From an optimization exercise on the open Yosys and OpenROAD flow, aimed at small area; shortcuts taken in it are not production practice. The RTL was checked by simulation tests, not by an equivalence proof against the original design. Power is estimated from default activity; no workload was simulated.

==> inputs of xenon <==
// top
module top(input clk, rst, ball_speed, serve_type, angle, bat_size, restart, start, en_color, auto, hard_mode, input[3:0] mode, max_score, input[8:0] adc, output sel, size, output sound, output [9:0] RED, GRN, BLU, output HSYNC, VSYNC, px_clk, blank);
clock: 10.0 ns
lec_check: 0
abc_area: 1
cap_margin: 20
core_margin: 2
core_utilization: 40
cts_buf_list: sky130_fd_sc_hd__clkbuf_8
place_density: 0.6
slew_margin: 20
standard.sh (not shown) runs the stock make flow with config.mk's settings and CLKGATE_MAP_FILE= SYNTH_SCRIPT=/design/flow/synth_recipe.tcl, a recipe that flattens the netlist after the stock synthesis.
==> flow/flow/run.sh <==
#!/bin/bash
# Layout flow: the standard flow, except that synthesis skips the adder extraction
# (ADDER_MAP_FILE empty) and maps the logic with a stronger ABC script (abc_area.script here).
set -euo pipefail
W=$PWD
rm -rf "$W/scripts_mine"
cp -r "$FLOW_HOME/scripts" "$W/scripts_mine"
cp "$W/flow/abc_area.script" "$W/scripts_mine/abc_area.script"
make -C "$FLOW_HOME" DESIGN_CONFIG="$W/config.mk" WORK_HOME="$W/orfs" CLKGATE_MAP_FILE= \
  SYNTH_SCRIPT="$W/synth_recipe.tcl" SCRIPTS_DIR="$W/scripts_mine" ADDER_MAP_FILE= synth > "$W/synth.log" 2>&1
bash "$W/standard.sh" > "$W/layout.log" 2>&1
==> flow/flow/abc_area.script <==
strash
&get -n
&fraig -x
&put
scorr
dc2
strash
&get -n
&deepsyn -T 300
&put
strash
&get -n
&dch -f
&nf -R 1000 -F 32 -A 32 -p
&put
==> raven (differences from xenon) <==
==> flow/flow/run.sh (replaced) <==
#!/bin/bash
# Layout flow: the standard flow, except that
#  - synthesis skips the adder extraction (ADDER_MAP_FILE empty) and maps the logic with a
#    stronger ABC script (abc_area.script here);
#  - the port buffers are the smallest buffer (buf_1) instead of clkdlybuf4s50_1;
#  - clock tree synthesis uses clkbuf_8 and inserts no dummy loads.
set -euo pipefail
W=$PWD
rm -rf "$W/scripts_mine"
cp -r "$FLOW_HOME/scripts" "$W/scripts_mine"
cp "$W/flow/abc_area.script" "$W/scripts_mine/abc_area.script"
make -C "$FLOW_HOME" DESIGN_CONFIG="$W/config.mk" WORK_HOME="$W/orfs" CLKGATE_MAP_FILE= \
  SYNTH_SCRIPT="$W/synth_recipe.tcl" SCRIPTS_DIR="$W/scripts_mine" ADDER_MAP_FILE= synth > "$W/synth.log" 2>&1
export BUFFER_PORTS_ARGS="-buffer_cell sky130_fd_sc_hd__buf_1"
export CTS_ARGS="-sink_clustering_enable -repair_clock_nets -buf_list sky130_fd_sc_hd__clkbuf_8 -dont_use_dummy_load"
bash "$W/standard.sh" > "$W/layout.log" 2>&1
==> summary.txt <==
metric                                                                 xenon           raven
Clk latency of the worst-skew pair                                   0.49 ns         0.47 ns
Die Footprint                                                   33,100 sq um    33,000 sq um
Area fraction in and, or, nand and nor cells after synthesis           26.3%           26.3%
Portion of netlist area occupied by mux cells                          5.20%           4.33%
Filler Cell Count                                                      3,192           3,188
Met3 Usage GRT                                                         5.05%           3.57%
Die Y                                                            182 microns     182 microns
Outcome                                                       finished clean  finished clean
Global-route wire length before repair                        66,000 microns  65,400 microns
Proportion of layout cells with a drive suffix above 1                 4.69%           3.53%
Number of cells in the design after placement                          2,098           2,114
Multi-input logic cell count                                           1,394           1,403
Largest fanout on the critical path                                       22              23
Worst setup slack for register-to-register paths                     0.91 ns         0.97 ns

==> build 82 <==
Another version of the RTL of top (not shown whole).
==> flow/config.mk <==
export PLATFORM = sky130hd
export DESIGN_NAME = top
export DESIGN_NICKNAME = top
export VERILOG_FILES = /design/flow/design.v
export SDC_FILE = /design/flow/constraint.sdc
export NUM_CORES = 4
export LEC_CHECK = 0
export ABC_AREA = 1
export CAP_MARGIN = 20
export CORE_MARGIN = 2
export CORE_UTILIZATION = 40
export PLACE_DENSITY = 0.6
export SLEW_MARGIN = 20
==> flow/constraint.sdc <==
create_clock -name core_clock -period 10.0 [get_ports {clk}]
set_input_delay 2.0000 -clock core_clock [delete_from_list [all_inputs] [get_ports {clk}]]
set_output_delay 2.0000 -clock core_clock [all_outputs]
set_load 0.01 [all_outputs]
==> flow/flow/run.sh <==
#!/bin/bash
# Layout flow: the standard flow, except that synthesis skips the adder extraction
# (ADDER_MAP_FILE empty) and maps the logic with a stronger ABC script (abc_area.script here).
set -euo pipefail
W=$PWD
rm -rf "$W/scripts_mine"
cp -r "$FLOW_HOME/scripts" "$W/scripts_mine"
cp "$W/flow/abc_area.script" "$W/scripts_mine/abc_area.script"
make -C "$FLOW_HOME" DESIGN_CONFIG="$W/config.mk" WORK_HOME="$W/orfs" CLKGATE_MAP_FILE= \
  SYNTH_SCRIPT="$W/synth_recipe.tcl" SCRIPTS_DIR="$W/scripts_mine" ADDER_MAP_FILE= synth > "$W/synth.log" 2>&1
bash "$W/standard.sh" > "$W/layout.log" 2>&1
==> flow/flow/abc_area.script <==
strash
&get -n
&fraig -x
&put
scorr
dc2
strash
&get -n
&deepsyn -T 180
&put
strash
&get -n
&dch -f
&nf
&put
==> build 37: changes against build 82 <==
--- a/flow/design.v
+++ b/flow/design.v
@@ -778,15 +778,26 @@
                   enable,
     input   [1:0] mode,
     input  [9:0] x, y,
     output [2:0] color);
     reg [2:0] c_ff, c_nxt;
     assign color = c_ff;
     wire stripe = (x > 0   && x <  80 || x > 160 && x < 240 || x > 320 && x < 400 || x > 480 && x < 560);
-    wire [4:0] m20 = x % 20;
+    wire [4:0] xsum = {1'b0, x[9:6]} + {1'b0, x[5:2]};
+    reg [2:0] xm5;
+    always @* begin
+        case(xsum)
+            5'd0, 5'd5, 5'd10, 5'd15, 5'd20, 5'd25, 5'd30: xm5 = 3'd0;
+            5'd1, 5'd6, 5'd11, 5'd16, 5'd21, 5'd26, 5'd31: xm5 = 3'd1;
+            5'd2, 5'd7, 5'd12, 5'd17, 5'd22, 5'd27: xm5 = 3'd2;
+            5'd3, 5'd8, 5'd13, 5'd18, 5'd23, 5'd28: xm5 = 3'd3;
+            default: xm5 = 3'd4;
+        endcase
+    end
+    wire [4:0] m20 = {xm5, x[1:0]};
     wire vline = (m20 == 5'd0) || (m20 == 5'd10);
     wire odd = m20 >= 5'd10;
     wire hline = odd ? (y == 120 || y == 240 || y == 360) : (y == 60 || y == 180 || y == 300 || y == 420);
     always @* begin
         if(px_data) c_nxt = 3'd1;
         else if(!enable) c_nxt = 3'd0;
         else if(mode == 2'b00) c_nxt = 3'd2;
@@ -811,38 +822,35 @@
         endcase
         if(!vis) {RED, GRN, BLU} = 30'd0;
     end
 endmodule
 module vga_controller(input clk, rst, output [10:0] tb, output [9:0] px_h, px_v, output vis, HSYNC, VSYNC, px_clk);
     reg [10:0] t_ff;
     reg [9:0] vcount_ff;
-    reg vs_ff;
     wire [9:0] hcount = t_ff[10:1];
-    wire hwrap = (t_ff == 11'd1599);
+    wire hwrap = t_ff[10] & t_ff[9] & (&t_ff[5:0]);    
     assign tb = t_ff;
     assign px_clk = ~t_ff[0];
     wire hv = hcount < 10'd640;
     wire vv = vcount_ff < 10'd480;
     assign vis = hv & vv;
     assign px_h = hv ? hcount : 10'd0;
     assign px_v = vv ? vcount_ff : 10'd0;
     assign HSYNC = !(hcount >= 10'd656 && hcount < 10'd752);
-    assign VSYNC = vs_ff;
+    wire h0 = t_ff[10:1] == 10'd0;
+    assign VSYNC = !((vcount_ff == 10'd490) || (vcount_ff == 10'd489 && !h0) || (vcount_ff == 10'd491 && h0));
     always @(posedge clk or posedge rst) begin
         if(rst) begin
             t_ff <= 11'd1;
             vcount_ff <= 10'd0;
-            vs_ff <= 1'b1;
         end else begin
             t_ff <= hwrap ? 11'd0 : t_ff + 11'd1;
             if(t_ff[0]) begin
-                if(vcount_ff == 10'd524) vcount_ff <= 10'd0;
+                if(vcount_ff[9] & vcount_ff[3] & vcount_ff[2]) vcount_ff <= 10'd0;    
                 else if(hwrap) vcount_ff <= vcount_ff + 10'd1;
-                if(vcount_ff == 10'd489) vs_ff <= 1'b0;
-                if(vcount_ff == 10'd491) vs_ff <= 1'b1;
             end
         end
     end
 endmodule
 module adc_reader(input clk, rst, input[8:0] adc, input [5:0] tb, output sel, output[9:0] p1_y, p2_y);
     reg [8:0] p1_ff, p2_ff;
     wire z = (tb[4:0] == 5'd0);
@@ -857,20 +865,25 @@
             if(tb[5]) p1_ff <= adc;
             else p2_ff <= adc;
         end
     end
 endmodule
 module paddle_controller(input clk, rst, p, m, bat_size, input [3:0] tb, output[8:0] p2_y);    
     reg [8:0] p2_ff, p2_nxt;
+    reg c;
+    integer k;
     assign p2_y = p2_ff;
     always @* begin
         p2_nxt = p2_ff;
-        if(tb == 4'd0) begin
-            if(!p) p2_nxt = p2_ff + 9'd1;
-            if(!m) p2_nxt = p2_ff - 9'd1;
+        if(tb == 4'd0 && !(p && m)) begin
+            c = 1'b1;
+            for(k = 0; k < 9; k = k + 1) begin
+                p2_nxt[k] = p2_ff[k] ^ c;
+                c = c & (p2_ff[k] ~^ m);
+            end
         end
         if(bat_size) begin
             if(p2_ff < 9'd40)  p2_nxt = 9'd40;
             if(p2_ff > 9'd440) p2_nxt = 9'd440;
         end else begin
             if(p2_ff < 9'd50)  p2_nxt = 9'd50;
             if(p2_ff > 9'd430) p2_nxt = 9'd430;
@@ -1145,16 +1158,18 @@
         reg [9:0] d;    
         begin
             d = {1'b0, yb} - {1'b0, p};
             hit_y = (p >= (sm ? 9'd19 : 9'd29)) &&
                     (d[9] ? (d[8:0] >= (sm ? 9'd493 : 9'd483)) : (d[8:0] <= (sm ? 9'd19 : 9'd29)));
         end
     endfunction
-    wire hy1 = hit_y(y_ff, p1_in[8:0], bs_ff);
-    wire hy2 = hit_y(y_ff, p2_in[8:0], bs_ff);
+    wire psel1 = (x_ff < 10'd100) || (x_ff >= 10'd300 && x_ff < 10'd495);
+    wire hy = hit_y(y_ff, psel1 ? p1_in[8:0] : p2_in[8:0], bs_ff);
+    wire hy1 = hy;
+    wire hy2 = hy;
     reg [4:0] win_score;
     always @* begin
         case(ws_ff)
             2'b00 : win_score = 5'd10;
             2'b01 : win_score = 5'd15;
             2'b10 : win_score = 5'd20;
             default : win_score = 5'd30;
==> flow/flow/run.sh (replaced) <==
#!/bin/bash
# Layout flow: the standard flow, except that
#  - synthesis skips the adder extraction (ADDER_MAP_FILE empty) and maps the logic with a
#    stronger ABC script (abc_area.script here);
#  - the port buffers are the smallest buffer (buf_1) instead of clkdlybuf4s50_1.
set -euo pipefail
W=$PWD
rm -rf "$W/scripts_mine"
cp -r "$FLOW_HOME/scripts" "$W/scripts_mine"
cp "$W/flow/abc_area.script" "$W/scripts_mine/abc_area.script"
make -C "$FLOW_HOME" DESIGN_CONFIG="$W/config.mk" WORK_HOME="$W/orfs" CLKGATE_MAP_FILE= \
  SYNTH_SCRIPT="$W/synth_recipe.tcl" SCRIPTS_DIR="$W/scripts_mine" ADDER_MAP_FILE= synth > "$W/synth.log" 2>&1
export BUFFER_PORTS_ARGS="-buffer_cell sky130_fd_sc_hd__buf_1"
bash "$W/standard.sh" > "$W/layout.log" 2>&1
==> flow/flow/abc_area.script (replaced) <==
strash
&get -n
&fraig -x
&put
scorr
dc2
strash
&get -n
&deepsyn -T 600
&put
strash
&get -n
&dch -f
&nf -R 1000 -F 32 -A 32 -p
&put
--- a/flow/config.mk
+++ b/flow/config.mk
@@ -5,9 +5,10 @@
 export SDC_FILE = /design/flow/constraint.sdc
 export NUM_CORES = 4
 export LEC_CHECK = 0
 export ABC_AREA = 1
 export CAP_MARGIN = 20
 export CORE_MARGIN = 2
 export CORE_UTILIZATION = 40
+export CTS_BUF_LIST = sky130_fd_sc_hd__clkbuf_8
 export PLACE_DENSITY = 0.6
 export SLEW_MARGIN = 20
==> flow_metrics.tcl <==
set metrics [dict create \
    clock_latency_ns 0.46 \
    run_status "complete, no violations" \
    cp_max_fo 23 \
    vias 13719 \
    regToRegSetupSlack_ns 2.03 \
    drive_gt1_frac 0.0409 \
    signal_buffers 80 \
    synth_cell_types 74 \
    inverters_excl_clock 65 \
    pwr-share-comb 0.492 \
    yosys.area_share.xor_xnor 0.0894 \
]
That was build 82.
==> flow_metrics.tcl <==
set metrics [dict create \
    run_status "complete, no violations" \
    synth_nets 1682 \
    relSlewSlack 0.285 \
    cts_resized 0 \
    yosysTopAreaCell "dfrtp_1" \
    vias 13209 \
    cap_violations 0 \
    drt_pass1_iterations 5 \
    signal_buffers 89 \
    synth_cells 1654 \
    drive_gt1_frac 0.0468 \
    maxPowerGroup "registers" \
    pwr-share-comb 0.402 \
    rr_startpoint "vga_controller.t_ff[9]" \
    inverters_excl_clock 55 \
    yosys.area_share.xor_xnor 0.0821 \
    clock_latency_ns 0.49 \
    leakage_uw 0.00519 \
    largest_class "multi-input combinational cells" \
    regToRegSetupSlack_ns 0.84 \
]
That was build 37.

[re-timing with driven ports]
Ports are ideal in the flow. The routed layouts listed here were re-timed in OpenROAD.
Step 1 assumes that a clkbuf_16 drives the clock port and a buf_2 every other input.
Step 2 times the ports against the registers' clock, not the clock port: input delays grow and output delays shrink by t, the midpoint of the rising clock arrivals with the driver on.
Slacks: no drivers / after step 1 / after step 2; pairs: no drivers / after step 1.
| run | t (ns) | setup WS [ns] | slew at the worst register clock pin (ns) |
|---|---|---|---|
| xenon | 0.512 | 0.914 / 0.914 / 0.914 | 0.13 / 0.13 |
| raven | 0.499 | 0.971 / 0.971 / 0.971 | 0.10 / 0.10 |
| build 82 | 0.502 | 2.026 / 2.026 / 2.026 | 0.08 / 0.08 |
| build 37 | 0.524 | 0.843 / 0.843 / 0.843 | 0.12 / 0.12 |
After both steps setup and hold are still met in every run listed.
